Source: an optimization exercise on an open RTL-to-GDS flow (aim: small area, a short achievable clock period and few clock cycles). Production flows keep margins and buffers that such runs may drop.
RTL that was checked went through simulation tests only; none was proved equivalent to the original.
The clock port is modelled as an ideal driver, which makes a skipped or thinned clock tree look cheaper than it is; a real chip needs a root buffer or a tree.
Power is estimated from default activity; no workload was simulated.

// rv_top
module rv_top (
    input               clk_i,
    input               rst_ni,
    output logic [31:0] addr_o,
    input        [31:0] instr_i,
    input        [31:0] data_i,
    output logic        data_we_o,
    output logic [31:0] data_o,
    output logic [31:0] data_addr_o
);
==> flow/config.mk <==
export PLATFORM = sky130hd
export DESIGN_NAME = rv_top
export DESIGN_NICKNAME = rv_top
export VERILOG_FILES = /design/flow/design.v
export SDC_FILE = /design/flow/constraint.sdc
export NUM_CORES = 8
export LEC_CHECK = 0
export CAP_MARGIN = 20
export CORE_MARGIN = 2
export CORE_UTILIZATION = 30
export SETUP_SLACK_MARGIN = 0.5
export SLEW_MARGIN = 20
export SYNTH_HIERARCHICAL = 1
export SYNTH_MINIMUM_KEEP_SIZE = 0
==> flow/constraint.sdc <==
create_clock -name core_clock -period 12.0 [get_ports {clk_i}]
set_input_delay 2.4000 -clock core_clock [delete_from_list [all_inputs] [get_ports {clk_i}]]
set_output_delay 2.4000 -clock core_clock [all_outputs]
set_load 0.01 [all_outputs]
standard.sh (not shown) runs the stock make flow with config.mk's settings and CLKGATE_MAP_FILE= SYNTH_SCRIPT=/design/flow/synth_recipe.tcl, a recipe that flattens the netlist after the stock synthesis.
==> flow/flow/run.sh <==
#!/bin/bash
# Layout flow: the standard flow (standard.sh: ORFS synthesis through
# final layout, unchanged constraints), with these settings changed:
#  - repair_timing is asked for a larger setup margin, so it keeps improving
#    paths beyond the 12 ns clock (the SDC and the clock are unchanged);
#  - clock tree synthesis clusters up to 25 flip-flops per leaf buffer and
#    inserts no dummy loads, which makes a smaller tree, from buf_12 cells;
#  - flow/cts_hook.tcl removes the tree's root buffer, so the clock port
#    drives the four first-level buffers directly;
#  - the input and output ports are buffered with buf_4 cells (the standard flow's flow
#    picks a delay cell for them).
# Each tool's output goes to the ORFS logs under orfs/logs/; the make output
# goes to standard.log in this folder.
set -e
bash standard.sh \
  SETUP_SLACK_MARGIN=8.7 \
  "CTS_ARGS=-sink_clustering_enable -repair_clock_nets -dont_use_dummy_load -buf_list sky130_fd_sc_hd__buf_12 -sink_clustering_size 25 -sink_clustering_max_diameter 100" \
  PRE_CTS_TCL=$PWD/flow/cts_hook.tcl \
  "BUFFER_PORTS_ARGS=-buffer_cell sky130_fd_sc_hd__buf_4" \
  finish > standard.log 2>&1
==> flow/flow/cts_hook.tcl <==
rename clock_tree_synthesis orig_clock_tree_synthesis
proc clock_tree_synthesis { args } {
  orig_clock_tree_synthesis {*}$args
  set block [ord::get_db_block]
  set port [$block findBTerm clk_i]
  if { $port == "NULL" } { puts "cts_hook: no clk_i port"; return }
  set pnet [$port getNet]
  set pins [$pnet getITerms]
  if { [llength $pins] != 1 } {
    puts "cts_hook: clk_i drives [llength $pins] pins, tree left as built"
    return
  }
  set root [[lindex $pins 0] getInst]
  set onet ""
  foreach it [$root getITerms] {
    if { [$it isOutputSignal] } { set onet [$it getNet] }
  }
  if { $onet == "" || $onet == "NULL" } { puts "cts_hook: root has no output net"; return }
  set loads {}
  foreach it [$onet getITerms] {
    if { [$it getInst] != $root } { lappend loads $it }
  }
  if { [llength $loads] > 4 || [llength $loads] == 0 || [llength [$onet getBTerms]] > 0 } {
    puts "cts_hook: root [$root getName] drives [llength $loads] pins, tree left as built"
    return
  }
  foreach it $loads {
    puts "cts_hook: [[$it getInst] getName] now driven by clk_i"
    $it disconnect
    $it connect $pnet
  }
  puts "cts_hook: removed root buffer [$root getName] ([[$root getMaster] getName])"
  odb::dbInst_destroy $root
  odb::dbNet_destroy $onet
}
==> next run, changes <==
--- a/flow/design.v
+++ b/flow/design.v
@@ -747,25 +747,23 @@
     always_ff @(posedge clk_i) begin
         if (v_d && jmp_d) begin
             btb_pc  <= pc_d;
             btb_tgt <= tgt_d;
         end
     end
-    logic [11:1] e2_f, e1_f, e1d_f, e0_f, next_f;
+    logic [11:1] e2_f, e1_f, e0_f, next_f;
     always_comb begin
-        if (stall_d)      e2_f = pc_d;
+        if (redir_d)      e2_f = tgt_d;
+        else if (stall_d) e2_f = pc_d;
         else if (hit_f)   e2_f = btb_tgt;
         else              e2_f = seq_f;
     end
     for (genvar i = 1; i < 12; i++) begin : g_red_f
         cl_mux2 u_mux (.a(e2_f[i]), .b(tgt_e[i]), .s(redir_e), .y(e1_f[i]));
     end
-    for (genvar i = 1; i < 12; i++) begin : g_redd_f
-        cl_mux2 u_mux (.a(e1_f[i]), .b(tgt_d[i]), .s(redir_d), .y(e1d_f[i]));
-    end
-    assign e0_f = e1d_f & {11{rst_ni}};
+    assign e0_f = e1_f & {11{rst_ni}};
     logic [4:0] x_f;
     logic       n0_f, n1_f, nlate_f;
     logic [2:0] take_f;
     for (genvar k = 0; k < 5; k++) begin : g_x_f
         cl_xnor2 u_x (.a(instr_i[15+k]), .b(instr_i[20+k]), .y(x_f[k]));
     end
@@ -857,13 +855,13 @@
     assign tgt_d = pc_d + {ir_d[7], ir_d[30:25], ir_d[11:8]};
     logic hit1_e, hit2_e;
     assign hit1_e  = v_e & wr_e & (rd_e == rs1_d);
     assign hit2_e  = v_e & wr_e & (rd_e == rs2_d);
     assign stall_d = v_d & ~jmp_d & ld_e & ((use1_d & hit1_e) | (use2_d & hit2_e));
     logic early_d, one_e;
-    assign early_d = v_d & is_br_d & ~jmp_d & dec_e &
+    assign early_d = v_d & is_br_d & ~jmp_d & dec_e & ~fa_e[0] &
                      (((rs2_d == 5'd0) & hit1_e) | ((rs1_d == 5'd0) & hit2_e));
     assign redir_d = early_d & one_e;
     logic b30_d, zero3_d;
     assign b30_d   = ir_d[30];
     assign zero3_d = (f3_d == 3'b000);
     always_ff @(posedge clk_i) begin
@@ -912,16 +910,13 @@
         else if (and_e) res_e = a_x & b_x;
         else if (or_e)  res_e = a_x | b_x;
         else if (lui_e) res_e = b_e;
     end
     logic neq_e;
     rv_neq32 u_neq (.a_i(a_x), .b_i(b_x), .neq_o(neq_e));
-    logic one_ae, one_rm;
-    rv_isone32 u_one_a (.a_i(a_e),   .one_o(one_ae));
-    rv_isone32 u_one_r (.a_i(res_m), .one_o(one_rm));
-    assign one_e = fa_e[0] ? one_rm : one_ae;
+    rv_isone32 u_one (.a_i(a_e), .one_o(one_e));
     assign redir_e = v_e & br_e & ~neq_e;
     always_ff @(posedge clk_i) begin
         if (!rst_ni) begin
             wr_m <= 1'b0;
             st_m <= 1'b0;
         end else begin
Outcome: Utilization fell by 0.20 points; sequential power stays flat; power fell by about 0.43%; wire length fell by 1.2%; final cell count fell by about 0.8%.
Testbench counts after the change, summed over its fixed seeds: cycles 61,847.
For the first run of this note, only the layout was checked, not whether the RTL still works.

## separate check: timing with driven ports
The results above use ideal ports. As a check the final layouts listed here were re-extracted and re-timed, cells and wires unchanged. Step 1 (the two cells are an assumption about what drives the block):
set clk [get_ports {clk_i}]
set_driving_cell -lib_cell sky130_fd_sc_hd__clkbuf_16 $clk
set_driving_cell -lib_cell sky130_fd_sc_hd__buf_2 [delete_from_list [all_inputs] $clk]
Step 2 also shifts input and output timing later by t, the mid clock arrival at the registers, as if the neighbouring blocks saw the same clock. Three values: ideal, step 1, step 2; two values: the first two.
run	t, ns	slack for setup (ns)	worst setup path after step 2	clock arrival spread, ns
the first run	0.614	8.635 / 8.483 / 8.215	input to register	0.121 / 0.122
the second run	0.595	8.632 / 8.489 / 8.195	input to register	0.072 / 0.072
After both steps every run listed still meets setup and hold. For the second run, which loses most, drivers alone change the setup slack by -0.143 ns; drivers and shift together by -0.437 ns.
